Source: an optimization exercise on an open RTL-to-GDS flow (aim: small area). Production flows keep margins and buffers that such runs may drop.
Where RTL was checked, it was by simulation tests only, not by an equivalence proof against the original.

## AL
==> flow/design.v <==
module crt(
	input clk,
	input reset,
	input cs,
	input we,
	input [3:0] addr,
	input [15:0] data_in,
	output [15:0] data_out,
	output irq,
	output vs,
	output hs,
	output ven,
	output [2:0] clksel,
	output [31:0] pixaddr
);
reg [15:0] hb, hv, hf, he, vb, vv, vf, ve;
reg [15:0] fl, fh, sl, sh, ic, ir, cr;
reg [15:0] col, row;
reg [31:0] pa;
reg field;
reg irq_r;
wire wr = cs & we;
wire [15:0] d0 = data_in & {16{~reset}};	 
wire [15:0] d1 = data_in | {16{reset}};		 
function [15:0] pick;
	input [15:0] rv;
	begin
		pick = (d1 & rv) | (d0 & ~rv);
	end
endfunction
wire [15:0] wsel;
genvar k;
generate for (k = 0; k < 16; k = k + 1) begin : dec
	assign wsel[k] = reset | (wr & (addr == k));
end endgenerate
always @(posedge clk) begin
	if (wsel[4'h0]) hb <= pick(16'd44);
	if (wsel[4'h1]) hv <= pick(16'd192);
	if (wsel[4'h2]) hf <= pick(16'd2112);
	if (wsel[4'h3]) he <= pick(16'd2199);
	if (wsel[4'h4]) vb <= pick(16'd5);
	if (wsel[4'h5]) vv <= pick(16'd41);
	if (wsel[4'h6]) vf <= pick(16'd581);
	if (wsel[4'h7]) ve <= pick(16'd584);
	if (wsel[4'h8]) fl <= pick(16'h0000);
	if (wsel[4'h9]) fh <= pick(16'h0001);
	if (wsel[4'hA]) sl <= pick(16'h0080);
	if (wsel[4'hB]) sh <= pick(16'h0000);
	if (wsel[4'hC]) ic <= pick(16'd0);
	if (wsel[4'hD]) ir <= pick(16'd0);
	if (wsel[4'hF]) cr <= pick(16'h0002);
end
reg [15:0] rd;
always @(*) begin
	case (addr)
	4'h0: rd = hb;
	4'h1: rd = hv;
	4'h2: rd = hf;
	4'h3: rd = he;
	4'h4: rd = vb;
	4'h5: rd = vv;
	4'h6: rd = vf;
	4'h7: rd = ve;
	4'h8: rd = fl;
	4'h9: rd = fh;
	4'hA: rd = sl;
	4'hB: rd = sh;
	4'hC: rd = ic;
	4'hD: rd = ir;
	4'hE: rd = 16'h0000;
	default: rd = cr;
	endcase
end
assign data_out = rd;
wire interlaced = cr[1];
function lt16;	 
	input [15:0] a, b;
	integer i;
	reg c;
	begin
		c = 1'b0;
		for (i = 0; i < 16; i = i + 1)
			c = (~a[i] & b[i]) | (~(a[i] ^ b[i]) & c);
		lt16 = c;
	end
endfunction
wire col_lt_hb = lt16(col, hb);
wire col_lt_hv = lt16(col, hv);
wire col_lt_hf = lt16(col, hf);
wire row_lt_vb = lt16(row, vb);
wire row_lt_vv = lt16(row, vv);
wire row_lt_vf = lt16(row, vf);
wire col_0 = ~|col;
wire row_0 = ~|row;
wire col_hf = (col == hf);
wire col_he = (col == he);
wire col_he2 = (col == {1'b0, he[15:1]});
wire col_ic = (col == ic);
wire row_vf = (row == vf);
wire row_ve = (row == ve);
wire row_ir = (row == ir);
wire in_hvideo = ~col_lt_hv & col_lt_hf;
wire in_vvideo = ~row_lt_vv & row_lt_vf;
wire in_video = in_hvideo & in_vvideo;
wire in_hend = col_he | (interlaced & row_ve & col_he2);
wire in_vend = row_ve & (interlaced ? col_he2 : col_he);
wire restart = (row_0 & col_0) | (row_vf & col_hf);
wire ld = reset | restart;
wire sf = ld & field;
wire rowinc = in_hend & in_vvideo;
wire [31:0] xa = ld ? {fh, fl} : pa;
wire ysel = ld ? field : rowinc;
wire [31:0] ya = {32{ysel}} & {sh, sl};
wire [31:0] wa = {{16{sf}}, {16{sf}} & he};
wire [15:0] na = {16{sf}} & ~hv;
wire ci = sf | (~ld & ~rowinc & in_video);
wire [31:0] s1 = xa ^ ya ^ wa;
wire [32:0] c1 = {(xa & ya) | (xa & wa) | (ya & wa), ci};
wire [31:0] n2 = {16'd0, na};
wire [31:0] s2 = s1 ^ c1[31:0] ^ n2;
wire [32:0] c2 = {(s1 & c1[31:0]) | (s1 & n2) | (c1[31:0] & n2), 1'b0};
function [31:0] bk_add;
	input [31:0] a, b;
	reg [31:0] g, p, G, P;
	reg [31:0] gn, pn;
	integer i, d;
	begin
		g = a & b;
		p = a ^ b;
		G = g;
		P = p;
		for (d = 1; d < 32; d = d * 2)
			for (i = 2 * d - 1; i < 32; i = i + 2 * d) begin
				G[i] = G[i] | (P[i] & G[i - d]);
				P[i] = P[i] & P[i - d];
			end
		for (d = 8; d >= 1; d = d / 2)
			for (i = 3 * d - 1; i < 32; i = i + 2 * d) begin
				G[i] = G[i] | (P[i] & G[i - d]);
				P[i] = P[i] & P[i - d];
			end
		bk_add = p ^ {G[30:0], 1'b0};
	end
endfunction
wire [31:0] pa_next = bk_add(s2, c2[31:0]);
always @(posedge clk) begin
	pa <= pa_next;
	field <= reset ? 1'b0 : in_vend ? (interlaced & ~field) : field;
	row <= (reset | in_vend) ? 16'd0 : row + {15'd0, in_hend};
	col <= (reset | in_hend) ? 16'd0 : col + 16'd1;
	irq_r <= ~reset & ~(wr & (addr == 4'hE)) & (irq_r | (cr[15] & row_ir & col_ic));
end
assign hs = col_lt_hb ^ cr[14];
assign vs = row_lt_vb ^ cr[13];
assign ven = in_video & ~cr[0];
assign clksel = cr[7:5];
assign pixaddr = pa;
assign irq = irq_r;
endmodule
==> flow/config.mk <==
export PLATFORM = sky130hd
export DESIGN_NAME = crt
export DESIGN_NICKNAME = crt
export VERILOG_FILES = /design/flow/design.v
export SDC_FILE = /design/flow/constraint.sdc
export NUM_CORES = 4
export LEC_CHECK = 0
export CAP_MARGIN = 20
export CORE_MARGIN = 2
export CORE_UTILIZATION = 50
export SLEW_MARGIN = 20
==> flow/constraint.sdc <==
create_clock -name core_clock -period 7.5 [get_ports {clk}]
set_input_delay 1.5000 -clock core_clock [delete_from_list [all_inputs] [get_ports {clk}]]
set_output_delay 1.5000 -clock core_clock [all_outputs]
set_load 0.01 [all_outputs]
standard.sh (not shown) runs the stock make flow with config.mk's settings and CLKGATE_MAP_FILE= SYNTH_SCRIPT=/design/flow/synth_recipe.tcl, a recipe that flattens the netlist after the stock synthesis.
==> flow/flow/run.sh <==
#!/bin/bash
# Standard ORFS layout (the standard.sh, unchanged synthesis) with three changes:
#  - ports are buffered with the smallest buffer (buf_1) instead of the default choice
#  - clock tree built without dummy loads
#  - clock tree buffers and clustering set below
set -euo pipefail
CTS="-sink_clustering_enable -repair_clock_nets -dont_use_dummy_load -sink_clustering_size 20 -sink_clustering_max_diameter 50 -buf_list sky130_fd_sc_hd__clkbuf_8"
bash standard.sh \
  "BUFFER_PORTS_ARGS=-buffer_cell sky130_fd_sc_hd__buf_1" \
  "CTS_ARGS=$CTS" \
  finish > flow_standard.log 2>&1
Relative to AL, the following input files were edited for PW:
diff --git a/flow/design.v b/flow/design.v
--- a/flow/design.v
+++ b/flow/design.v
@@ -77,29 +77,44 @@
 	input [15:0] a, b;
 	integer i;
 	reg c;
 	begin
 		c = 1'b0;
 		for (i = 0; i < 16; i = i + 1)
-			c = (~a[i] & b[i]) | (~(a[i] ^ b[i]) & c);
+			c = (~a[i] & b[i]) | (~a[i] & c) | (b[i] & c);
 		lt16 = c;
+	end
+endfunction
+function [1:0] lteq16;
+	input [15:0] a, b;
+	reg [15:0] l, e;
+	integer i, w;
+	begin
+		l = ~a & b;
+		e = ~(a ^ b);
+		for (w = 1; w < 16; w = w * 2)
+			for (i = 0; i < 16; i = i + 2 * w) begin
+				l[i] = l[i + w] | (e[i + w] & l[i]);
+				e[i] = e[i + w] & e[i];
+			end
+		lteq16 = {l[0], e[0]};
 	end
 endfunction
 wire col_lt_hb = lt16(col, hb);
 wire col_lt_hv = lt16(col, hv);
-wire col_lt_hf = lt16(col, hf);
 wire row_lt_vb = lt16(row, vb);
 wire row_lt_vv = lt16(row, vv);
-wire row_lt_vf = lt16(row, vf);
 wire col_0 = ~|col;
 wire row_0 = ~|row;
-wire col_hf = (col == hf);
+wire col_lt_hf, col_hf;
+assign {col_lt_hf, col_hf} = lteq16(col, hf);
 wire col_he = (col == he);
 wire col_he2 = (col == {1'b0, he[15:1]});
 wire col_ic = (col == ic);
-wire row_vf = (row == vf);
+wire row_lt_vf, row_vf;
+assign {row_lt_vf, row_vf} = lteq16(row, vf);
 wire row_ve = (row == ve);
 wire row_ir = (row == ir);
 wire in_hvideo = ~col_lt_hv & col_lt_hf;
 wire in_vvideo = ~row_lt_vv & row_lt_vf;
 wire in_video = in_hvideo & in_vvideo;
 wire in_hend = col_he | (interlaced & row_ve & col_he2);
### Flow results
| maximum single-stage delay on the critical path | PW vs AL | 0.02 ns higher |
Taking AL as the reference, in PW final critical delay including setup and external delays moved up, measured slew at the worst slew-check pin now smaller, met3 usage shrank by 0.47 points, number of multi-input combinational cells lower, post-detailed-route via-to-cell ratio saw a decrease.
[compare] base=AL new=PW: worst setup slack went down by 0.15 ns, flip-flop and latch count was more or less identical.
Comparing PW and AL, the lower routed wire length was measured on PW.
Function not checked in PW: the RTL went through the layout flow alone.

[afterwards: timing with drivers on the ports]
The results above use ideal ports. As a check the final layouts listed here were re-extracted and re-timed, cells and wires unchanged. Step 1 (the two cells are an assumption about what drives the block):
set clk [get_ports {clk}]
set_driving_cell -lib_cell sky130_fd_sc_hd__clkbuf_16 $clk
set_driving_cell -lib_cell sky130_fd_sc_hd__buf_2 [delete_from_list [all_inputs] $clk]
Step 2 moves the port delays by t, midway between the first and last clock arrival at a register: inputs arrive t later, outputs are due t later. That takes back most of the time a late clock gives input paths. Slacks: no drivers / after step 1 / after step 2; pairs: no drivers / after step 1.
| run | t, ns | setup WS [ns] | worst hold slack (ns) | slew at the worst register clock pin (ns) |
|---|---|---|---|---|
| AL | 0.615 | 0.563 / 0.563 / 0.408 | 0.545 / 0.545 / 0.545 | 0.11 / 0.11 |
| PW | 0.607 | 0.411 / 0.411 / 0.304 | 0.526 / 0.526 / 0.526 | 0.11 / 0.11 |
After both steps setup and hold are still met in every run listed. For AL, which loses most, drivers alone change the setup slack by 0.000 ns; drivers and shift together by -0.155 ns.
